Context: an optimization exercise on an open-source flow, tuned for small area. The choices shown serve that exercise and are no tape-out recipe. RTL that was checked went through simulation tests only; none was proved equivalent to the original.

==> lagoon <==
// NewdephaseV1
module NewdephaseV1(
    input               sys_clk,
    input               sys_rstn,
    input               GRI_DATA_Valid,
    input      [15:0]   Cor_Peak_Index,
    input               Cor_Peak_Valid,
    input               GRI_MXY,
    output     [1:0]    phase_out,
    output              phase_valid
);
    localparam [15:0] KM = 16'd9000;    
    wire v = Cor_Peak_Valid;
    reg        g1, g2;
    reg [3:0]  s;
    reg        sv;           
    wire gstart = g1 & ~g2;
    wire idle   = ~(s[0] | s[1] | s[2] | s[3]);
    wire fx     = s[3] & s[1];
    wire fclr   = ~sys_rstn | fx;
    wire t      = idle ? gstart : v;
    wire c1     = t & s[0];
    wire c2     = c1 & s[1];
    wire c3     = c2 & s[2];
    wire jump   = s[3] & ~s[1] & ~s[0] & v & GRI_MXY;    
    wire cap    = ~s[3] & ~s[2] & ~s[1] & s[0] & v;
    wire pkv    = v & (s[3] ? ~s[1] : (s[2] | s[1]));
    wire is_fxs = fx & s[0];
    wire is_fxm = fx & ~s[0];
    always @(posedge sys_clk) begin
        g1   <= sys_rstn & GRI_DATA_Valid;
        g2   <= g1;
        sv   <= sys_rstn & fx;
        s[0] <= ~fclr & (s[0] ^ t);
        s[1] <= ~fclr & ((s[1] ^ c1) | jump);
        s[2] <= ~fclr & (s[2] ^ c2);
        s[3] <= ~fclr & (s[3] ^ c3);
    end
    reg [15:0] std;
    reg [15:0] acc;
    wire [15:0] b = ({16{pkv}} & ~Cor_Peak_Index)
                  | ({16{is_fxs}} & ~std)
                  | ({16{is_fxm}} & KM);
    wire [16:1] c;
    wire [15:0] sum;
    dph_ha u_ha (.a(acc[0]), .b(b[0]), .s(sum[0]), .co(c[1]));
    genvar i;
    generate for (i = 1; i < 16; i = i + 1) begin : g_add
        dph_fa u_fa (.a(acc[i]), .b(b[i]), .ci(c[i]), .s(sum[i]), .co(c[i+1]));
    end endgenerate
    always @(posedge sys_clk) begin
        if (cap) begin
            std <= Cor_Peak_Index;
            acc <= {Cor_Peak_Index[12:0], 3'b000};
        end else begin
            acc <= sum;
        end
  ...
==> module NewdephaseV1, before the edit <==
module NewdephaseV1(
    input               sys_clk,
    input               sys_rstn,
    input               GRI_DATA_Valid,
    input      [15:0]   Cor_Peak_Index,
    input               Cor_Peak_Valid,
    input               GRI_MXY,
    output     [1:0]    phase_out,
    output              phase_valid
);
    localparam [15:0] KM = 16'd9000;    
    wire v = Cor_Peak_Valid;
    reg        g1, g2;
    reg [3:0]  s;
    reg        sv;           
    wire gstart = g1 & ~g2;
    wire idle   = ~(s[0] | s[1] | s[2] | s[3]);
    wire fx     = s[3] & s[1];
    wire fclr   = ~sys_rstn | fx;
    wire t      = idle ? gstart : v;
    wire c1     = t & s[0];
    wire c2     = c1 & s[1];
    wire c3     = c2 & s[2];
    wire jump   = s[3] & ~s[1] & ~s[0] & v & GRI_MXY;    
    wire cap    = ~s[3] & ~s[2] & ~s[1] & s[0] & v;
    wire pkv    = v & (s[3] ? ~s[1] : (s[2] | s[1]));
    wire is_fxs = fx & s[0];
    wire is_fxm = fx & ~s[0];
    always @(posedge sys_clk) begin
        g1   <= sys_rstn & GRI_DATA_Valid;
        g2   <= g1;
        sv   <= sys_rstn & fx;
        s[0] <= ~fclr & (s[0] ^ t);
        s[1] <= ~fclr & ((s[1] ^ c1) | jump);
        s[2] <= ~fclr & (s[2] ^ c2);
        s[3] <= ~fclr & (s[3] ^ c3);
    end
    reg [15:0] std;
    reg [15:0] acc;
    wire [15:0] b = ({16{pkv}} & ~Cor_Peak_Index)
                  | ({16{is_fxs}} & ~std)
                  | ({16{is_fxm}} & KM);
    wire [16:1] c;
    wire [15:0] sum;
    dph_ha u_ha (.a(acc[0]), .b(b[0]), .s(sum[0]), .co(c[1]));
    genvar i;
    generate for (i = 1; i < 16; i = i + 1) begin : g_add
        dph_fa u_fa (.a(acc[i]), .b(b[i]), .ci(c[i]), .s(sum[i]), .co(c[i+1]));
    end endgenerate
    always @(posedge sys_clk) begin
        if (cap) begin
            std <= Cor_Peak_Index;
            acc <= {Cor_Peak_Index[12:0], 3'b000};
        end else begin
            acc <= sum;
        end
    end
    wire hi  = (acc[15:6] == 10'b1001001010) & ~acc[4];
    wire pos = hi & ~acc[5] & (acc[3:0] != 4'd0) & (acc[3:0] <= 4'd12);
    wire neg = hi &  acc[5] & (acc[3] | acc[2]);
    reg [3:0] cnt;
    reg [4:0] e;
    reg       po;            
    wire dec  = cnt[3] & cnt[1];
    wire c9   = cnt[3] & cnt[0];
    wire inc  = sv | c9;
    wire vclr = ~sys_rstn | dec;
    wire a1   = sv & pos;            
    wire a0   = sv & ~pos & ~neg;    
    wire [4:0] tg;
    assign tg[0] = a0;
    assign tg[1] = a1 | (a0 & e[0]);
    assign tg[2] = tg[1] & e[1];
    assign tg[3] = tg[2] & e[2];
    assign tg[4] = tg[3] & e[3];
    always @(posedge sys_clk) begin
        cnt[0] <= ~vclr & (cnt[0] ^ inc);
        cnt[1] <= ~vclr & (cnt[1] ^ (inc & cnt[0]));
        cnt[2] <= ~vclr & (cnt[2] ^ (inc & cnt[0] & cnt[1]));
        cnt[3] <= ~vclr & (cnt[3] ^ (inc & cnt[0] & cnt[1] & cnt[2]));
        e      <= {5{~vclr}} & (e ^ tg);
        po     <= ~sys_rstn | (dec ? (e[4] | (e[3] & (e[2] | e[1]))) : po);
    end
    assign phase_valid = dec;
    assign phase_out   = {po, ~po};
endmodule
==> module dph_fa, before the edit <==
module dph_fa(input a, input b, input ci, output s, output co);
    assign s  = a ^ b ^ ci;
    assign co = (a & b) | (a & ci) | (b & ci);
endmodule
==> module dph_ha, before the edit <==
module dph_ha(input a, input b, output s, output co);
    assign s  = a ^ b;
    assign co = a & b;
endmodule
==> flow/config.mk <==
export PLATFORM = sky130hd
export DESIGN_NAME = NewdephaseV1
export DESIGN_NICKNAME = NewdephaseV1
export VERILOG_FILES = /design/flow/design.v
export SDC_FILE = /design/flow/constraint.sdc
export NUM_CORES = 4
export LEC_CHECK = 0
export CAP_MARGIN = 20
export CORE_MARGIN = 2
export CORE_UTILIZATION = 40
export SLEW_MARGIN = 20
export SYNTH_HIERARCHICAL = 1
export SYNTH_MINIMUM_KEEP_SIZE = 0
==> flow/constraint.sdc <==
create_clock -name core_clock -period 10.0 [get_ports {sys_clk}]
set_input_delay 2.0000 -clock core_clock [delete_from_list [all_inputs] [get_ports {sys_clk}]]
set_output_delay 2.0000 -clock core_clock [all_outputs]
set_load 0.01 [all_outputs]
standard.sh (not shown) runs the stock make flow with config.mk's settings and CLKGATE_MAP_FILE= SYNTH_SCRIPT=/design/flow/synth_recipe.tcl, a recipe that flattens the netlist after the stock synthesis.
==> flow/flow/run.sh <==
#!/bin/bash
export BUFFER_PORTS_ARGS="-buffer_cell sky130_fd_sc_hd__buf_1"
export CTS_ARGS="-sink_clustering_enable -repair_clock_nets -buf_list sky130_fd_sc_hd__clkbuf_16 -root_buf sky130_fd_sc_hd__clkbuf_16 -sink_clustering_size 50 -sink_clustering_max_diameter 300 -dont_use_dummy_load"
bash standard.sh > standard.log 2>&1
==> ember: changes against lagoon <==
--- a/flow/design.v
+++ b/flow/design.v
@@ -60,5 +60,5 @@
     wire neg = hi &  acc[5] & (acc[3] | acc[2]);
     reg [3:0] cnt;
-    reg [4:0] e;
+    reg [4:0] dif;           
     reg       po;            
     wire dec  = cnt[3] & cnt[1];
@@ -66,12 +66,12 @@
     wire inc  = sv | c9;
     wire vclr = ~sys_rstn | dec;
-    wire a1   = sv & pos;            
-    wire a0   = sv & ~pos & ~neg;    
+    wire up   = sv & pos;
+    wire dn   = sv & neg;
     wire [4:0] tg;
-    assign tg[0] = a0;
-    assign tg[1] = a1 | (a0 & e[0]);
-    assign tg[2] = tg[1] & e[1];
-    assign tg[3] = tg[2] & e[2];
-    assign tg[4] = tg[3] & e[3];
+    assign tg[0] = up | dn;
+    assign tg[1] = tg[0] & (dif[0] ^ dn);
+    assign tg[2] = tg[1] & (dif[1] ^ dn);
+    assign tg[3] = tg[2] & (dif[2] ^ dn);
+    assign tg[4] = tg[3] & (dif[3] ^ dn);
     always @(posedge sys_clk) begin
         cnt[0] <= ~vclr & (cnt[0] ^ inc);
@@ -79,6 +79,6 @@
         cnt[2] <= ~vclr & (cnt[2] ^ (inc & cnt[0] & cnt[1]));
         cnt[3] <= ~vclr & (cnt[3] ^ (inc & cnt[0] & cnt[1] & cnt[2]));
-        e      <= {5{~vclr}} & (e ^ tg);
-        po     <= ~sys_rstn | (dec ? (e[4] | (e[3] & (e[2] | e[1]))) : po);
+        dif    <= {5{vclr}} | (dif ^ tg);
+        po     <= ~sys_rstn | (dec ? ~dif[4] : po);
     end
     assign phase_valid = dec;
==> flow/run.sh (new file) <==
#!/bin/bash
# synth_recipe.tcl (not shown) runs the flow's synth.tcl, then flattens the netlist and writes it again
# the make line also repeats each setting of config.mk as NAME=value (left out here)
make -C /OpenROAD-flow-scripts/flow DESIGN_CONFIG=/design/flow/config.mk WORK_HOME=/design/flow/orfs CLKGATE_MAP_FILE= SYNTH_SCRIPT=/design/flow/synth_recipe.tcl finish
removed: flow/flow/run.sh
removed: flow/standard.sh
==> nickel: changes against lagoon <==
==> flow/design.v (replaced) <==
module NewdephaseV1(
    input               sys_clk,
    input               sys_rstn,
    input               GRI_DATA_Valid,
    input      [15:0]   Cor_Peak_Index,
    input               Cor_Peak_Valid,
    input               GRI_MXY,
    output     [1:0]    phase_out,
    output              phase_valid
);
    localparam [15:0] OFS = 16'd27992;             
    localparam [15:0] KM  = 16'd28000 - 16'd37000;  
    localparam [3:0] S_IDLE = 4'd0,  S_CAP = 4'd1,
                     S_P1 = 4'd2, S_P7 = 4'd8, S_P8 = 4'd9,
                     S_FXS = 4'd10, S_FXM = 4'd11;
    reg        g1, g2;
    reg [3:0]  state;
    reg        sv;           
    reg [15:0] std;
    reg [15:0] acc;
    reg [3:0]  cnt;          
    reg [4:0]  dif;          
    reg        po;           
    wire gstart = g1 & ~g2;
    wire v      = Cor_Peak_Valid;
    wire is_cap  = (state == S_CAP);
    wire is_peak = (state >= S_P1) && (state <= S_P8);
    wire is_fxs  = (state == S_FXS);
    wire is_fxm  = (state == S_FXM);
    wire [15:0] b = ({16{is_peak & v}} & Cor_Peak_Index)
                  | ({16{is_fxs}} & std)
                  | ({16{is_fxm}} & KM);
    wire [16:0] c;
    wire [15:0] sum;
    assign c[0] = 1'b0;
    genvar i;
    generate for (i = 0; i < 16; i = i + 1) begin : g_add
        assign sum[i]   = acc[i] ^ b[i] ^ c[i];
        assign c[i+1]   = (acc[i] & b[i]) | (acc[i] & c[i]) | (b[i] & c[i]);
    end endgenerate
    always @(posedge sys_clk) begin
        if (is_cap & v) begin
            std <= Cor_Peak_Index;
            acc <= {~Cor_Peak_Index[12:0], 3'b000};
        end else begin
            acc <= sum;
        end
    end
    always @(posedge sys_clk) begin
        if (!sys_rstn) begin
            g1    <= 1'b0;
            g2    <= 1'b0;
            state <= S_IDLE;
            sv    <= 1'b0;
        end else begin
            g1 <= GRI_DATA_Valid;
            g2 <= g1;
            sv <= is_fxs | is_fxm;
            case (state)
                S_IDLE: if (gstart) state <= S_CAP;
                S_FXS, S_FXM: state <= S_IDLE;
                S_P7: if (v) state <= GRI_MXY ? S_FXS : S_P8;
                S_P8: if (v) state <= S_FXM;
                default: if (v) state <= state + 4'd1;
            endcase
        end
    end
    wire hi  = (acc[15:6] == 10'b0110110101) & ~acc[4];
    wire pos = hi &  acc[5] & (acc[3] | acc[2]);
    wire neg = hi & ~acc[5] & (acc[3:0] != 4'd0) & (acc[3:0] <= 4'd12);
    always @(posedge sys_clk) begin
        if (!sys_rstn) begin
            cnt <= 4'd0;
            dif <= 5'h1F;
            po  <= 1'b1;
        end else begin
            if (cnt == 4'd10) begin
                cnt <= 4'd0;
                dif <= 5'h1F;
                po  <= ~dif[4];
            end else if (cnt == 4'd9) begin
                cnt <= 4'd10;
            end else if (sv) begin
                cnt <= cnt + 4'd1;
                if (pos) dif <= dif + 5'd1;
                else if (neg) dif <= dif - 5'd1;
            end
        end
    end
    assign phase_valid = (cnt == 4'd10);
    assign phase_out   = {po, ~po};
endmodule
==> flow/flow/run.sh (replaced) <==
#!/bin/bash
# Standard layout, with the full log kept here.
bash standard.sh > standard.log 2>&1
--- a/flow/config.mk
+++ b/flow/config.mk
@@ -10,4 +10,2 @@
 export CORE_UTILIZATION = 40
 export SLEW_MARGIN = 20
-export SYNTH_HIERARCHICAL = 1
-export SYNTH_MINIMUM_KEEP_SIZE = 0
==> quartz: changes against lagoon <==
--- a/flow/design.v
+++ b/flow/design.v
@@ -60,5 +60,5 @@
     wire neg = hi &  acc[5] & (acc[3] | acc[2]);
     reg [3:0] cnt;
-    reg [4:0] e;
+    reg [4:0] dif;           
     reg       po;            
     wire dec  = cnt[3] & cnt[1];
@@ -66,12 +66,12 @@
     wire inc  = sv | c9;
     wire vclr = ~sys_rstn | dec;
-    wire a1   = sv & pos;            
-    wire a0   = sv & ~pos & ~neg;    
+    wire up   = sv & pos;
+    wire dn   = sv & neg;
     wire [4:0] tg;
-    assign tg[0] = a0;
-    assign tg[1] = a1 | (a0 & e[0]);
-    assign tg[2] = tg[1] & e[1];
-    assign tg[3] = tg[2] & e[2];
-    assign tg[4] = tg[3] & e[3];
+    assign tg[0] = up | dn;
+    assign tg[1] = tg[0] & (dif[0] ^ dn);
+    assign tg[2] = tg[1] & (dif[1] ^ dn);
+    assign tg[3] = tg[2] & (dif[2] ^ dn);
+    assign tg[4] = tg[3] & (dif[3] ^ dn);
     always @(posedge sys_clk) begin
         cnt[0] <= ~vclr & (cnt[0] ^ inc);
@@ -79,6 +79,6 @@
         cnt[2] <= ~vclr & (cnt[2] ^ (inc & cnt[0] & cnt[1]));
         cnt[3] <= ~vclr & (cnt[3] ^ (inc & cnt[0] & cnt[1] & cnt[2]));
-        e      <= {5{~vclr}} & (e ^ tg);
-        po     <= ~sys_rstn | (dec ? (e[4] | (e[3] & (e[2] | e[1]))) : po);
+        dif    <= {5{vclr}} | (dif ^ tg);
+        po     <= ~sys_rstn | (dec ? ~dif[4] : po);
     end
     assign phase_valid = dec;
==> flow/flow/run.sh (replaced) <==
#!/bin/bash
export BUFFER_PORTS_ARGS="-buffer_cell sky130_fd_sc_hd__buf_1"
export CTS_ARGS="-sink_clustering_enable -repair_clock_nets -buf_list sky130_fd_sc_hd__clkbuf_8 -sink_clustering_size 50 -sink_clustering_max_diameter 300 -dont_use_dummy_load"
bash standard.sh > standard.log 2>&1
==> qor summary <==
item                                                      lagoon     nickel     quartz      ember
Worst Slack Setup Final                                 1.325 ns   1.171 ns   1.302 ns  0.9978 ns
Die area                                                6224 um2   7063 um2   6464 um2   6464 um2
Grt met3 use                                              3.636%     3.363%     4.045%     3.708%
Fraction of the mapped netlist area in compound gates     9.370%     12.84%     8.950%     8.950%
Site row count                                                27         29         27         27
Worst slack on hold paths                              0.3419 ns  0.4892 ns  0.3606 ns  0.3547 ns
Critical Path Stages                                          20         23         21         20
Multi-input gates                                            110        147        125        125
Overall routed net length                                3779 um    4732 um    4102 um    4379 um
Post-detailed-route via-to-cell ratio                      5.053      5.266      5.154      5.212
M1 GR Usage                                               17.59%     21.23%     19.18%     19.30%
Worst slew pin tran                                    0.5238 ns  0.4912 ns  0.5024 ns  0.4853 ns
Status                                  timing/DRC/antenna clean  timing/DRC/antenna clean  timing/DRC/antenna clean  timing/DRC/antenna clean
Required time at the worst-slack endpoint               10.16 ns   10.18 ns   10.19 ns   10.20 ns
Number of cells on the worst reg-to-reg path                  20         24         21         20
Synthesized area                                        2243 um2   2562 um2   2335 um2   2335 um2
Function not checked in lagoon, ember and quartz: the RTL went through the layout flow alone.

==> afterwards: timing with drivers on the ports <==
The results above use ideal ports. As a check the final layouts listed here were re-extracted and re-timed, cells and wires unchanged.
Step 1 assumes that a clkbuf_16 drives the clock port and a buf_2 every other input.
Step 2 moves the port delays by t, midway between the first and last clock arrival at a register: inputs arrive t later, outputs are due t later. That takes back most of the time a late clock gives input paths.
Slacks: ideal / step 1 / step 2; pairs: ideal / step 1.
run	t, ns	setup slack, ns	worst data-port slew with drivers (ns)	cell pins on the clock port's net
lagoon	0.307	1.325 / 1.341 / 1.034	0.04	1
ember	0.325	0.998 / 0.993 / 0.668	0.04	1
nickel	0.331	1.171 / 1.179 / 0.848	0.03	1
quartz	0.317	1.302 / 1.308 / 0.992	0.03	1
After both steps every run listed still meets setup and hold. The setup slack of ember, which loses most, moves by -0.005 ns with the drivers and by -0.330 ns with both steps.
